Context: an optimization exercise on an open-source flow, tuned for small area and a short achievable clock period. The choices shown serve that exercise and are no tape-out recipe. In this exercise RTL edits were held to simulation tests only and were not proved equivalent to the original. Power is estimated from default activity; no workload was simulated.

## flow/design.v (module list and top-level ports; edited modules follow where they fit)
// module fa_m: 4 lines
// module ha_m: 4 lines
// module vedic_multiplier_32x32_pipelined: 4319 lines
module vedic_multiplier_32x32_pipelined(
    input clk,
    input [31:0] a, b,
    output reg [63:0] result_32x32
);
  // ...
==> flow/flow/run.sh <==
#!/bin/bash
# Own layout flow: the standard ORFS flow (standard.sh, unchanged synthesis),
# with the I/O port buffers made of sky130_fd_sc_hd__buf_2 cells instead of the
# delay-cell buffer that buffer_ports picks by default.
# make's full output goes to standard_flow.log here; ORFS keeps each step's log
# under orfs/logs/.
set -euo pipefail
bash standard.sh "BUFFER_PORTS_ARGS=-buffer_cell sky130_fd_sc_hd__buf_2" finish > standard_flow.log 2>&1
==> flow/standard.sh <==
#!/bin/bash
# synth_recipe.tcl (not shown) runs the flow's synth.tcl, then flattens the netlist and writes it again
# the make line also repeats each setting of config.mk as NAME=value (left out here)
make -C /OpenROAD-flow-scripts/flow DESIGN_CONFIG=/design/flow/config.mk WORK_HOME=/design/flow/orfs CLKGATE_MAP_FILE= SYNTH_SCRIPT=/design/flow/synth_recipe.tcl "${@:-finish}"
==> flow/config.mk <==
export PLATFORM = sky130hd
export DESIGN_NAME = vedic_multiplier_32x32_pipelined
export DESIGN_NICKNAME = vedic_multiplier_32x32_pipelined
export VERILOG_FILES = /design/flow/design.v
export SDC_FILE = /design/flow/constraint.sdc
export NUM_CORES = 4
export LEC_CHECK = 0
export ABC_AREA = 1
export CAP_MARGIN = 50
export CORE_MARGIN = 2
export CORE_UTILIZATION = 55
export CTS_CLUSTER_DIAMETER = 120
export CTS_CLUSTER_SIZE = 26
export SLEW_MARGIN = 70
export SYNTH_HIERARCHICAL = 1
export SYNTH_MINIMUM_KEEP_SIZE = 0
==> flow/constraint.sdc <==
create_clock -name core_clock -period 11.5 [get_ports {clk}]
set_input_delay 2.3000 -clock core_clock [delete_from_list [all_inputs] [get_ports {clk}]]
set_output_delay 2.3000 -clock core_clock [all_outputs]
set_load 0.01 [all_outputs]
==> reports/qor.csv, run 1 <==
metric,value,unit
critPathMaxFanout,1,
grtUsageTotal,31.2,%
vias_per_cell,6.13,
clkCellAreaFrac,1.85,%
crit_end,result_32x32[3],
first_global_vias,24315,
fin_crit,3.36,ns
die_h,250,um
intPower,5.70,mW
crit_path_max_incr_delay,0.33,ns
r2r-start,neg8,
buf_share,4.83,%
multiInputGateArea,21000,um2
rsz0062_at_grt,false,
routedWlPerCell,25.7,um
placed_cells,3774,
final_common_cell,xor2_1,
cp.buffers_inverters,1,
num_antenna_cells,1,
post-place-ws,8.37,ns
largest_class,multi-input gates,
io_buffers,128,
first_iter_violations,2488,
filler_cell_count,4978,
wl_met3,11100,um
r2r_slack,8.34,ns
ctsHoldBuffers,0,
status,timing/DRC/antenna clean,
clock_buffers,27,
clk-power,0.950,mW
syn_inst,3071,
muxShareOfSynthArea,0,%
largestRegisters,"r2 (214), r3 (104)",
post_synth_instance_area,33300,um2
dr.pass1.iters,6,
switchingPower,4.33,mW
cts_tree,built,
ys_ff_latch,527,
final_cell_mix,"544 x xor2_1, 511 x dfxtp_1, 496 x o22ai_1",
yosysTopAreaCellShare,31.7,%
clockBufferDepth,3,
async_flop_share,0,%
final_hold_viol_count,0,
maxPowerGroup,combinational cells,
==> run 2: changes to the inputs <==
--- a/flow/config.mk
+++ b/flow/config.mk
@@ -11,4 +11,2 @@
 export CORE_UTILIZATION = 55
-export CTS_CLUSTER_DIAMETER = 120
-export CTS_CLUSTER_SIZE = 26
 export SLEW_MARGIN = 70
==> run 2 against run 1 <==
Compared with the run above:
- critical path depth unchanged
- fmax about the same
- synthesized area unchanged
- clock-buffer cell count increased by 41
- sequential cell count unchanged
- synthesized cell count unchanged
- critical path type unchanged
- largest cell class unchanged
- core utilization increased by 1.8 points
==> reports/qor.csv, run 2 <==
metric,value,unit,change
clk_pin_slew,0.07,ns,was 0.10 ns
dr.pass1.iters,8,,was 6
synth_cell_types,31,,unchanged
start_util,55.4,%,unchanged
nets,3709,,was 3682
cp.buffers_inverters,1,,unchanged
clkLatencyLatePin,0.62,ns,was 0.61 ns
drtAntennaViolNets,0,,unchanged
first_iter_violations,2606,,was 2488
leakagePower,16.0,nW,was 15.5 nW
drc,0,,unchanged
vias,23539,,was 23312
grt_busiest_layer,met2,,unchanged
end_kind,output pin,,unchanged
cts.sinks,527,,unchanged
die_area,62600,um2,unchanged
routedWlPerCell,25.5,um,was 25.7 um
synthMostInstantiatedCell,xor2_1,,unchanged
synth_compound_area_share,10.6,%,unchanged
hpwl,63300,um,unchanged
rows,90,,unchanged
post-cts-setup-buffers,0,,unchanged
finClkSkew,0.0326,ns,was 0.0391 ns
slew_viol_final,0,,unchanged
final_cell_mix,"544 x xor2_1, 511 x dfxtp_1, 496 x o22ai_1",,unchanged
grtUsageTotal,31.6,%,was 31.2%
gp_congestion,0.888,,unchanged
synth_top_family_by_area,adder cells,,unchanged
synthFlopType,dfxtp_1,,unchanged
grt_pass1_wl,150000,um,was 149000 um
synth_common_cells,"544 x xor2_1, 527 x dfxtp_1, 496 x o22ai_1",,unchanged
setup_violations,0,,unchanged
relSlewSlack,69.5,%,was 69.7%
synth.area.top_cells,"dfxtp_1 32%, fa_1 28%, xor2_1 14%",,unchanged
yosysSeqAreaShare,31.7,%,unchanged
drv_cap,0,,unchanged
cts_resized,0,,unchanged
first_global_vias,24654,,was 24315
grt_overflow,0,,unchanged
met2_usage,46.7,%,was 46.4%
timing.final.ws_setup,8.14,ns,about the same
ctsHoldBuffers,0,,unchanged
largestRegisters,"r2 (214), r3 (104)",,unchanged
r2r-start,neg6,,was neg8
tns,0,ns,unchanged
antenna_found_initial,4,,unchanged
ioPinCount,129,,unchanged
critPathKind,flop to output pin,,unchanged
h-tree-depth,2,,was 1
areaGrowthSynthToFinish,9.93,%,was 6.67%
crit_path_cell_trace,buf_2,,unchanged
post_synth_instance_area,33300,um2,unchanged
grt.met1_usage,44.1,%,was 44.3%
die_h,250,um,unchanged
clockBufferDepth,3,,unchanged
fin_crit,3.36,ns,about the same
start_kind,flop,,unchanged
rsz0062_at_grt,false,,unchanged
critPathMaxFanout,1,,unchanged
cp_slowest_cell,dfxtp_1,,unchanged
p_per_area,296,nW/um2,was 282 nW/um2
die_w,250,um,unchanged
crit_start,result_32x32[3],,unchanged
post-place-ws,8.37,ns,unchanged
synth-xor-area-share,15.0,%,unchanged
routed_wl,98600,um,was 97600 um
ys_ff_latch,527,,unchanged
arrival,1.06,ns,about the same
worst_pin_slew,0.457,ns,was 0.455 ns
filler_cell_count,4864,,was 4978
yosysTopAreaCellShare,31.7,%,unchanged
yosys.area_share.adder,33.0,%,unchanged
synth_edf_count,0,,unchanged
drive_gt1_share,11.3,%,was 9.60%
grtUsageMet3,10.0,%,was 8.45%
finalCritPeriodShare,29.2,%,about the same
path_delay_family,flip-flops,,unchanged
io_buffers,128,,unchanged
final_hold_viol_count,0,,unchanged
yosys.area_share.simple,4.46,%,unchanged
numCtsBuffers,52,,was 24
crit_path_max_incr_delay,0.32,ns,was 0.33 ns
fmax,298,MHz,about the same
largest-register,r2,,unchanged
vias_per_cell,6.08,,was 6.13
muxShareOfSynthArea,0,%,unchanged
crit_required,9.20,ns,about the same
min_path_type,flop to flop,,unchanged
status,timing/DRC/antenna clean,,unchanged
largest_reg_flops,214,,unchanged
grt_max_degree,35,,unchanged
cts_tree,built,,unchanged
synth_nets,3734,,unchanged
syn_inst,3071,,unchanged
ir_drop,0.286,mV,was 0.304 mV
async_flop_share,0,%,unchanged
synth_largest_area_cell,dfxtp_1,,unchanged
syn-mean-instance-area,10.8,um2,unchanged
worstHoldStart,r3[16],,was p3[1]
yosys_warnings,7,,unchanged
clockRootBuffer,clkbuf_16,,unchanged
final_common_cell,xor2_1,,unchanged
design.core.area,60100,um2,unchanged
[run 2: path summary, 6_finish.rpt]
path,slack (ns),end,depth (start not counted)
max,8.14,result_32x32[3],1
min,0.32,p3[16],0
max reg2reg,8.31,r2[173],8
min reg2reg,0.32,p3[16],0
[run 2: modules after synthesis, one instance, submodules excluded]
module	flip-flops and latches	cell area [um2]
vedic_multiplier_32x32_pipelined	527	22600
fa_m	0	20.0
ha_m	0	12.5
[run 2: power breakdown]
group          internal, mW  leakage [nW]  switching, mW
logic                  2.48          10.7           3.49
registers              2.83          4.45          0.298
clock network          1.02         0.867          0.729
total                  6.32          16.0           4.51
[run 2: routing by layer]
| metal | wire length [um] | vias up |
|---|---|---|
| met2 | 42300 | 1489 |
| li1 | - | 10062 |
| met4 | 3370 | 6 |
| met1 | 41000 | 11704 |
| met3 | 11900 | 278 |
| met5 | 34 | - |
[run 2: logic make-up after synthesis]
| group | after synthesis |
|---|---|
| AOI/OAI and AO/OA | 568 |
| xor gates and xnor gates | 569 |
| adders and majority gates | 598 |
| buffers and inverters | 453 |
| DFF | 527 |
| and+or+nand+nor | 356 |
[run 2: metrics by stage]
stage	hold slack, ns	cells	total power [mW]	instance area, um2	util (%)
CTS	0.324	3868	10.9	36600	60.9
finish	0.322	3869	10.8	36600	60.9
global placement	0.309	3768	8.95	34400	57.2
global route	0.331	3869	11.9	36600	60.9
detailed placement	0.312	3774	9.16	34800	57.9
floorplan	0.310	3071	7.21	33300	-
[run 2: area by class of cell]
| class | instances | area (um2) | area share [%] |
|---|---|---|---|
| multi-input cells | 2091 | 21000 | 57.3 |
| flip-flops and latches | 527 | 10600 | 28.9 |
| clock inverters | 26 | 310 | 0.847 |
| inverters | 161 | 604 | 1.65 |
| diodes | 1 | 2.50 | 0.00683 |
| repair buffers | 213 | 1690 | 4.62 |
| well taps | 782 | 978 | 2.67 |
| clock buffers | 68 | 1460 | 3.99 |

afterwards: timing with drivers on the ports:
Ports are ideal in the flow. The routed layouts listed here were re-timed in OpenROAD.
Step 1: set_driving_cell puts a clkbuf_16 on clk and a buf_2 on each other input, an assumption about the parent block.
Step 2, shift: input delay + t, output delay - t, t = (earliest + latest rising clock arrival at the registers) / 2. This alone moves slack from input paths to output paths.
Slacks: ideal / step 1 / step 2; pairs: ideal / step 1.
run	t (ns)	setup WS [ns]	worst hold slack (ns)
run 1	0.659	8.145 / 8.076 / 8.340	0.319 / 0.319 / 0.319
run 2	0.663	8.142 / 8.077 / 8.313	0.322 / 0.322 / 0.322
After both steps every run listed still meets setup and hold.
